What follows belongs to an exercise in optimizing a design on an open flow for small area, a short achievable clock period and few clock cycles; a production flow would make more cautious choices. Function was not checked in any run shown here: the RTL went through the layout flow alone.

## flow/design.v (module list and top-level ports; edited modules follow where they fit)
// module MandelbrotGen: 1301 lines
// module mfa: 4 lines
// module mha: 4 lines
module MandelbrotGen(
		input Clk_100M,           
		input  [4:0]BTNS,         
		input  SW0,               
		input  SW15,              
		output reg [18:0] addrA,  
		output reg [11:0] dinA,   
		output reg wea            
    );
  // ...
==> flow/run.sh <==
#!/bin/bash
# synth_recipe.tcl (not shown) runs the flow's synth.tcl, then flattens the netlist and writes it again
# the make line also repeats each setting of config.mk as NAME=value (left out here)
make -C /OpenROAD-flow-scripts/flow DESIGN_CONFIG=/design/flow/config.mk WORK_HOME=/design/flow/orfs CLKGATE_MAP_FILE= SYNTH_SCRIPT=/design/flow/synth_recipe.tcl finish
==> flow/config.mk <==
export PLATFORM = sky130hd
export DESIGN_NAME = MandelbrotGen
export DESIGN_NICKNAME = MandelbrotGen
export VERILOG_FILES = /design/flow/design.v
export SDC_FILE = /design/flow/constraint.sdc
export NUM_CORES = 8
export LEC_CHECK = 0
export ABC_CLOCK_PERIOD_IN_PS = 3000
export CAP_MARGIN = 70
export CORE_MARGIN = 2
export CORE_UTILIZATION = 40
export SETUP_SLACK_MARGIN = 5
export SLEW_MARGIN = 70
export SYNTH_HIERARCHICAL = 1
export SYNTH_MINIMUM_KEEP_SIZE = 0
==> flow/constraint.sdc <==
create_clock -name core_clock -period 11.0 [get_ports {Clk_100M}]
set_input_delay 2.2000 -clock core_clock [delete_from_list [all_inputs] [get_ports {Clk_100M}]]
set_output_delay 2.2000 -clock core_clock [all_outputs]
set_load 0.01 [all_outputs]
==> reports/summary.log, run 1 <==
[global_route] global-route wire length before repair 148,000 um
[logic_synthesis] synthesized-area fraction occupied by ao, oa, aoi and oai cells 13.0%
[clocking] clk slew on worst S/H paths 70 ps
[floorplan] height of the die 294 um
[cells_and_area] max FFs per register 19
[clocking] CTS max path bufs 3
[cells_and_area] most common cell after layout, fill and taps aside fa_1
[cells_and_area] fin cells 4,382
[status] status timing/DRC/antenna clean
[min_path] instance count along the most critical hold path 0
[place] worst slack, placed 5380 ps
[global_route] largest net degree at the start of global routing 62
[place] final estimated routing congestion in global placement 0.882
[cells_and_area] share of cell area taken by flip-flops and latches 23.6%
[logic_synthesis] top post-synthesis cells by count 437 x fa_1, 289 x dfxtp_1, 277 x nand2_1
[setup_path] chain of cells forming the critical path fa_1 -> fa_1 -> ha_1 -> a211oi_2 -> o211ai_1 -> a21o_1 -> a2111oi_2 -> o2111a_1 -> o2111ai_1 -> nor4_4 -> buf_2 -> buf_2 -> clkdlybuf4s15_2 -> o31ai_4 -> buf_4 -> nand2_2 -> buf_12 -> buf_12 -> mux2_2
[cells_and_area] post-synthesis to final-layout area growth 10.5%
[setup_path] Crit Reg-Reg Startpoint xh0_q[1]$_DFF_P_
[logic_synthesis] share of the yosys chip area belonging to registers 26.0%
[clocking] clock tree root buffer cell clkbuf_16
[routing] routed wl met2 44,300 um
[floorplan] die outline width 294 um
[logic_synthesis] number of distinct standard cells referenced by the synthesized netlist 87
[cells_and_area] Multi-input gate area 24,100 um2
[logic_synthesis] fraction of synthesized cell area in xor and xnor cells 5.33%
[place] Final HPWL DP 65,600 um
[logic_synthesis] share of synthesized area spent on multiplexers 3.92%
==> run 2, diff against run 1 <==
--- a/flow/design.v
+++ b/flow/design.v
@@ -2,30 +2,39 @@
 		input Clk_100M,           
 		input  [4:0]BTNS,         
 		input  SW0,               
 		input  SW15,              
 		output reg [18:0] addrA,  
 		output reg [11:0] dinA,   
 		output reg wea            
     );
-reg [4:0] btn_q;
-reg sw0_q, rst_q;
+reg rst_q;        
+reg restart;      
+reg pan_im;       
+reg pan_re;       
+reg pan_sub;      
+reg zoom;         
+reg sw0_q;        
+wire raw_restart = SW15 | (|BTNS);
 always @(posedge Clk_100M) begin
-	btn_q <= BTNS;
-	sw0_q <= SW0;
-	rst_q <= SW15;
+	rst_q   <= SW15;
+	restart <= raw_restart;
+	pan_im  <= ~SW15 & (BTNS[0] | BTNS[1]);
+	pan_re  <= ~SW15 & ~BTNS[0] & ~BTNS[1] & (BTNS[3] | BTNS[4]);
+	pan_sub <= BTNS[0] | (~BTNS[1] & BTNS[3]);
+	zoom    <= BTNS[2];
+	sw0_q   <= SW0;
 end
-wire restart     = rst_q | (|btn_q);
-wire raw_restart = SW15 | (|BTNS);
 reg [17:0] shift, re0, im0;    
 reg [17:0] crn, cin;           
 reg [9:0] xn;                  
 reg [8:0] yn;                  
 reg ipar;                      
+reg row_end;                   
 reg hpar;                      
 reg [17:0] zr1, zi1, cr1, ci1;
 reg [7:0] n1;
 reg v1, d1, t1;
 reg [17:0] xh0_q;
 reg [17:0] xh1_q;
 reg [0:0] xc_q;
 reg [17:0] yh0_q;
@@ -1206,32 +1215,29 @@
 mfa u_q214 (zh0_q[17], zh1_q[17], ci2[17], q214, q215);
 wire [18:0] s_sum_t = {{q70, q68, q66, q64, q62, q60, q58, q56, q54, q52, q50, q48, q46, q44, q42, q40, q38, q36}, yc_q[0]} + {{q69, q67, q65, q63, q61, q59, q57, q55, q53, q51, q49, q47, q45, q43, q41, q39, q37, xc_q[0]}, yc_q[0]};
 wire [17:0] s_sum = s_sum_t[18:1];
 wire [18:0] nzr_t = {{q178, q176, q174, q172, q170, q168, q166, q164, q162, q160, q158, q156, q154, q152, q150, q148, q146, q144}, 1'b0} + {{q177, q175, q173, q171, q169, q167, q165, q163, q161, q159, q157, q155, q153, q151, q149, q147, q145, ~yc_q[0]}, 1'b0};
 wire [17:0] nzr = nzr_t[18:1];
 wire [18:0] nzi_t = {{q214, q212, q210, q208, q206, q204, q202, q200, q198, q196, q194, q192, q190, q188, q186, q184, q182, q180}, 1'b0} + {{q213, q211, q209, q207, q205, q203, q201, q199, q197, q195, q193, q191, q189, q187, q185, q183, q181, zc_q[0]}, 1'b0};
 wire [17:0] nzi = nzi_t[18:1];
 wire esc_s  = ~s_sum[17] & s_sum[16] & (|s_sum[15:0]);
-wire fin    = v2 & (d2 | esc_s | (n2 == 8'd150));
-wire retire = fin & (t2 == hpar) & ~restart;
+wire stop   = d2 | esc_s | (n2 == 8'd150);
+wire retire = v2 & d2 & (t2 == hpar) & ~restart;
 wire take   = (~v2 | retire) & ~restart;
-wire pan_im  = ~rst_q & (btn_q[0] | btn_q[1]);
-wire pan_re  = ~rst_q & ~btn_q[0] & ~btn_q[1] & (btn_q[3] | btn_q[4]);
-wire row_end = (xn == 10'd639);
 wire [17:0] add_a = restart ? (pan_im ? im0 : re0) : (row_end ? cin : crn);
 wire [17:0] add_b = restart ? {shift[12:0], 5'b0} : shift;
-wire add_sub = restart ? (btn_q[0] | (~btn_q[1] & btn_q[3])) : row_end;
+wire add_sub = restart ? pan_sub : row_end;
 wire [17:0] add_r = add_a + (add_b ^ {18{add_sub}}) + {17'b0, add_sub};
 wire [17:0] pre0 = pan_re ? add_r : re0;
 wire [17:0] pim0 = pan_im ? add_r : im0;
 reg [17:0] nshift, nre0, nim0;
 always @* begin
 	nshift = shift; nre0 = pre0; nim0 = pim0;
-	if (btn_q[2]) begin
+	if (zoom) begin
 		if (!sw0_q) begin
 			nshift = {shift[16:0], 1'b0};
 			nre0   = {pre0[16:0], 1'b0};
 			nim0   = {pim0[16:0], 1'b0};
 		end else begin
 			nshift = {1'b0, shift[17:1]};
 			nre0   = {pre0[17], pre0[17:1]};
 			nim0   = {pim0[17], pim0[17:1]};
@@ -1259,25 +1265,27 @@
 	v2 <= v1 & ~restart;
 	zr1 <= zr_nx;
 	zi1 <= zi_nx;
 		if (take) begin
 		cr1 <= crn; ci1 <= cin;
 		n1 <= 8'd1; d1 <= 1'b0; t1 <= ipar;
 	end else begin
 		cr1 <= cr2; ci1 <= ci2;
-		n1 <= fin ? n2 : n2 + 8'd1;
-		d1 <= fin; t1 <= t2;
+		n1 <= stop ? n2 : n2 + 8'd1;
+		d1 <= stop; t1 <= t2;
 	end
 	v1 <= ~restart & (v2 | take);
 	if (restart) begin
 		shift <= nshift; re0 <= nre0; im0 <= nim0;
 		crn <= nre0; cin <= nim0; xn <= 10'd0; yn <= 9'd0; ipar <= 1'b0;
+		row_end <= 1'b0;
 	end else if (take) begin
 		ipar <= ~ipar;
+		row_end <= (xn == 10'd638);
 		if (row_end) begin
 			xn  <= 10'd0;
 			crn <= re0;
 			if (yn == 9'd479) begin
 				yn  <= 9'd0;
 				cin <= im0;
 			end else begin
 				yn  <= yn + 9'd1;
==> flow/config.mk (replaced) <==
export PLATFORM = sky130hd
export DESIGN_NAME = MandelbrotGen
export DESIGN_NICKNAME = MandelbrotGen
export VERILOG_FILES = /design/flow/design.v
export SDC_FILE = /design/flow/constraint.sdc
export NUM_CORES = 8
export LEC_CHECK = 0
export CAP_MARGIN = 70
export CORE_MARGIN = 2
export CORE_UTILIZATION = 40
export SETUP_SLACK_MARGIN = 5
export SLEW_MARGIN = 70
export SYNTH_HIERARCHICAL = 1
export SYNTH_MINIMUM_KEEP_SIZE = 0
==> run 2 against run 1 <==
Effect of this change:
- still clean on timing, DRC and antenna
- fmax rose by 22%
- die area shrank 0.97%
- worst hold slack lost 7.3 ps
- worst setup slack gained 990 ps
==> reports/summary.log, run 2 <==
[setup_path] CP arrival 4960 ps [was 6070 ps]
[logic_synthesis] fraction of registers with async set or reset after synthesis 0% [unchanged]
[clocking] clock tree from TritonCTS yes [unchanged]
[clocking] number of H-tree branching levels 2 [unchanged]
[status] status timing/DRC/antenna clean [unchanged]
[setup_path] Crit Reg-Reg Startpoint row_end$_SDFFE_PP0P_ [was xh0_q[1]$_DFF_P_]
[min_path] Hold/Removal Path Class reg -> reg [unchanged]
[cells_and_area] number of nets in the layout 3,890 [was 3,885]
[routing] total detailed-routing wirelength 88,900 um [was 94,000 um]
[logic_synthesis] cell accounting for the most synthesized area fa_1 [unchanged]
[logic_synthesis] biggest area contributors in the synthesized netlist fa_1 26%, dfxtp_1 17%, edfxtp_1 8.9%, ha_1 6.4%, and2_1 4.7% [was fa_1 26%, dfxtp_1 17%, edfxtp_1 8.8%, ha_1 6.3%, and2_1 4.8%]
[setup_path] kind of start point of the critical path flip-flop [unchanged]
[logic_synthesis] cell with the most instances after synthesis fa_1 [unchanged]
[cells_and_area] final design area excluding fillers 36,900 um2 [was 37,200 um2]
[routing] Wirelength per Cell 20.3 um [was 21.4 um]
[routing] count of nets left with antenna violations after detail routing 0 [unchanged]
[floorplan] die outline width 293 um [was 294 um]
[place] placed instance count 4,290 [was 4,298]
[setup_path] cell with the largest stage delay on the worst path dfxtp_2 [was fa_1]
[setup_path] Crit. End Element flip-flop [unchanged]
[floorplan] initial core utilization 40.5% [was 40.3%]
[global_route] largest net degree at the start of global routing 63 [was 62]
[setup_path] critical path start-end classification reg -> reg [unchanged]
[cells_and_area] max FFs per register 19 [unchanged]
[routing] number of vias per cell after detailed routing 5.52 [was 5.68]
[place] worst slack, placed 6340 ps [was 5380 ps]
[logic_synthesis] number of distinct standard cells referenced by the synthesized netlist 83 [was 87]
[clocking] Clock Sink Count 389 [was 388]
[clocking] cts hold-fix bufs 0 [unchanged]
[global_route] GRT Total Usage 21.1% [was 21.9%]
[clocking] CTS max path bufs 3 [unchanged]
[cells_and_area] fin cells 4,384 [was 4,382]
[logic_synthesis] share of the yosys chip area belonging to registers 26.3% [was 26.0%]
[cells_and_area] most common cell after layout, fill and taps aside fa_1 [unchanged]
[clocking] number of buffers inserted to repair setup after CTS 0 [unchanged]
[clocking] Clk Latency, worst-skew pair 610 ps [was 600 ps]
[setup_path] worst reg2reg path depth 14 [was 19]
[cells_and_area] most frequent cells in the layout 437 x fa_1, 335 x nand2_1, 279 x dfxtp_1 [was 437 x fa_1, 279 x dfxtp_1, 273 x nand2_1]
[routing] via total after detailed routing 24,178 [was 24,880]
[clocking] CTS Buf Count 49 [was 44]
[timing] setup skew after layout 29.5 ps [was 29.3 ps]
[place] Final HPWL DP 62,500 um [was 65,600 um]
[timing] post-layout min period 4620 ps [was 5620 ps]
[setup_path] CP max stage delay 570 ps [was 540 ps]
[logic_synthesis] synthesized flop and latch total 389 [was 388]
[cells_and_area] core occupancy in the finished layout 44.8% [was 44.6%]
[place] final estimated routing congestion in global placement 0.855 [was 0.882]
[timing] post-route fraction of the period consumed by the critical path 42.0% [was 51.0%]
[cells_and_area] register with the most flip-flops addrA [unchanged]
[routing] count of TritonRoute iterations in the first routing pass 6 [unchanged]
[logic_synthesis] count of yosys warnings during synthesis 7 [unchanged]
[cells_and_area] antenna diode count 0 [unchanged]
[timing] final setup violation count 0 [unchanged]
[logic_synthesis] post-synthesis area per instance 9.98 um2 [was 10.1 um2]
[global_route] vias in the first global route 24,785 [was 24,996]
[run] Max-cap violations 0 [unchanged]
[timing] top achievable clock speed 216 MHz [was 178 MHz]
[global_route] grt total ovfl 0 [unchanged]
[setup_path] register-to-register path setup slack 6380 ps [was 5380 ps]
[min_path] instance count along the most critical hold path 0 [unchanged]
[cells_and_area] post-synthesis to final-layout area growth 10.5% [about the same]
[logic_synthesis] fraction of synthesized cell area taken by the top area cell type 26.2% [was 26.0%]
[place] Buffers on Ports 36 [unchanged]
[global_route] global-route wire length before repair 143,000 um [was 148,000 um]
[timing] max-slew violation count 0 [unchanged]
[routing] DR iter-0 viols 2,129 [was 2,100]
[min_path] Hold Path Origin cr1[5]$_DFF_P_ [was ci1[4]$_DFF_P_]
[floorplan] area of the die 85,700 um2 [was 86,600 um2]
[timing] post-layout worst setup margin 6380 ps [was 5380 ps]
[min_path] terminating pin of the worst hold path cr2[5]$_DFF_P_ [was ci2[4]$_DFF_P_]
[floorplan] Core Rows 105 [was 106]
[cells_and_area] final-layout fill cell count 7,817 [was 7,870]
[floorplan] height of the die 293 um [was 294 um]
[timing] Post-Route Setup TNS 0 ps [unchanged]
[setup_path] chain of cells forming the critical path buf_6 -> a21boi_1 -> buf_4 -> xor2_1 -> ha_1 -> a2111oi_0 -> o21ai_1 -> o21ai_0 -> o21ai_0 -> or4_1 -> and2_1 -> mux2_2 -> a222oi_1 -> a21oi_1 [was fa_1 -> fa_1 -> ha_1 -> a211oi_2 -> o211ai_1 -> a21o_1 -> a2111oi_2 -> o2111a_1 -> o2111ai_1 -> nor4_4 -> buf_2 -> buf_2 -> clkdlybuf4s15_2 -> o31ai_4 -> buf_4 -> nand2_2 -> buf_12 -> buf_12 -> mux2_2]
[logic_synthesis] total standard cell area after synthesis 33,400 um2 [was 33,700 um2]
[clocking] clock tree root buffer cell clkbuf_16 [unchanged]
[place] standard cell area after detailed placement 35,100 um2 [was 35,600 um2]
[logic_synthesis] number of enable-type register cells in the synthesized netlist 99 [unchanged]
[setup_path] endpoint of the worst-slack reg-to-reg timing path cin[14]$_DFFE_PP_ [was zi1[0]$_DFF_P_]
[timing] setup repair after global routing missed its margin false [unchanged]
[timing] final count of hold timing violations 0 [unchanged]
[global_route] antenna violations before repair 1 [was 3]
[floorplan] core area 82,400 um2 [was 83,600 um2]
[setup_path] endpoint required time on the critical path 11,330 ps [was 11,450 ps]
[floorplan] top-level port count 40 [unchanged]
[clocking] Post-CTS Resized 0 [unchanged]
[setup_path] most common cell type on the critical path o21ai_0
[clocking] clk slew on worst S/H paths 60 ps [was 70 ps]
[logic_synthesis] Syn Inst Count 3,342 [was 3,328]
[routing] DRC errors left 0 [unchanged]
[setup_path] maximum fanout count along the critical path 42 [was 32]
[logic_synthesis] dominant register cell in the synthesized netlist dfxtp_1 [unchanged]
[cells_and_area] ratio of cells with drive above 1 in the final layout 8.15% [was 9.72%]
[logic_synthesis] top post-synthesis cells by count 437 x fa_1, 337 x nand2_1, 290 x dfxtp_1 [was 437 x fa_1, 289 x dfxtp_1, 277 x nand2_1]
run 2: worst max path at each step:
stage	from	slack (ps)	depth (start not counted)	to
2_1_floorplan	restart$_DFF_P_	5770	15	cin[14]$_DFFE_PP_
5_1_grt	row_end$_SDFFE_PP0P_	6060	14	cin[14]$_DFFE_PP_
3_5_place_dp	zi1[5]$_DFF_P_	6340	16	zc_q$_DFF_P_
3_3_place_gp	zi1[5]$_DFF_P_	6050	16	zc_q$_DFF_P_
4_1_cts	zi1[5]$_DFF_P_	6330	16	zc_q$_DFF_P_
6_report	row_end$_SDFFE_PP0P_	6380	14	cin[14]$_DFFE_PP_
run 2: worst max-delay path: cells and delay by family, from the launching register on:
kind | cells | cell delay, ps
adder cells (fa/ha/maj) | 1 | 410
buffers and inverters | 2 | 630
AND/OR/NAND/NOR | 2 | 670
XOR/XNOR | 1 | 190
AO/OA/AOI/OAI | 7 | 1540
multiplexers | 1 | 300
flip-flops | 1 | 570
run 2: layout make-up:
cell class	count	area, um2	share of cell area (%)
Clock buffer	71	1430	3.88
Clock inverter	20	191	0.519
Inverter	95	369	1.00
Multi-Input combinational cell	2636	23700	64.2
Sequential cell	389	8800	23.9
Tap cell	1070	1340	3.63
Timing Repair Buffer	103	1060	2.89
run 2: cells by family (layout without fill, tap and decap cells):
| family | after synthesis | in the layout | synth area share (%) |
|---|---|---|---|
| buffers and inverters | 328 | 289 | 3.80 |
| AO/OA/AOI/OAI | 633 | 633 | 12.5 |
| flip-flops | 389 | 389 | 26.3 |
| other | 2 | 13 | 0.0225 |
| multiplexers | 89 | 89 | 2.73 |
| XOR/XNOR | 229 | 229 | 6.01 |
| AND/OR/NAND/NOR | 1064 | 1064 | 15.9 |
| adder cells (fa/ha/maj) | 608 | 608 | 32.6 |
run 2: metrics by stage:
stage               hold slack (ps)
floorplan                       310
global placement                310
detailed placement              312
CTS                             317
global route                    327
finish                          316
run 2: per-module statistics from Yosys, one instance, submodules excluded:
module,cell area [um2],cells
MandelbrotGen,24000,2856
mfa,20.0,1
mha,12.5,1
run 2: layer usage:
| layer | track usage, % | wire length, um |
|---|---|---|
| met5 | 0 | 0 |
| met4 | 5.39 | 2070 |
| met3 | 3.08 | 5820 |
| met2 | 33.3 | 41000 |
| met1 | 30.3 | 40000 |

static timing again, ports no longer ideal:
The flow's constraints put no driver on any port. The routed layouts listed below were extracted and timed again, unchanged, in two steps.
Step 1 (the two cells are an assumption about what drives the block):
set clk [get_ports {Clk_100M}]
set_driving_cell -lib_cell sky130_fd_sc_hd__clkbuf_16 $clk
set_driving_cell -lib_cell sky130_fd_sc_hd__buf_2 [delete_from_list [all_inputs] $clk]
Step 2 times the ports against the registers' clock, not the clock port: input delays grow and output delays shrink by t, the midpoint of the rising clock arrivals with the driver on.
Slacks: ideal ports / drivers / drivers and shift; pairs: ideal ports / drivers.
run	shift t [ns]	setup WS [ns]	worst setup path after step 2	clock arrival spread, ns
run 1	0.650	5.385 / 5.385 / 5.385	register to register	0.031 / 0.032
run 2	0.665	6.378 / 6.378 / 6.378	register to register	0.030 / 0.031
After both steps setup and hold are still met in every run listed.
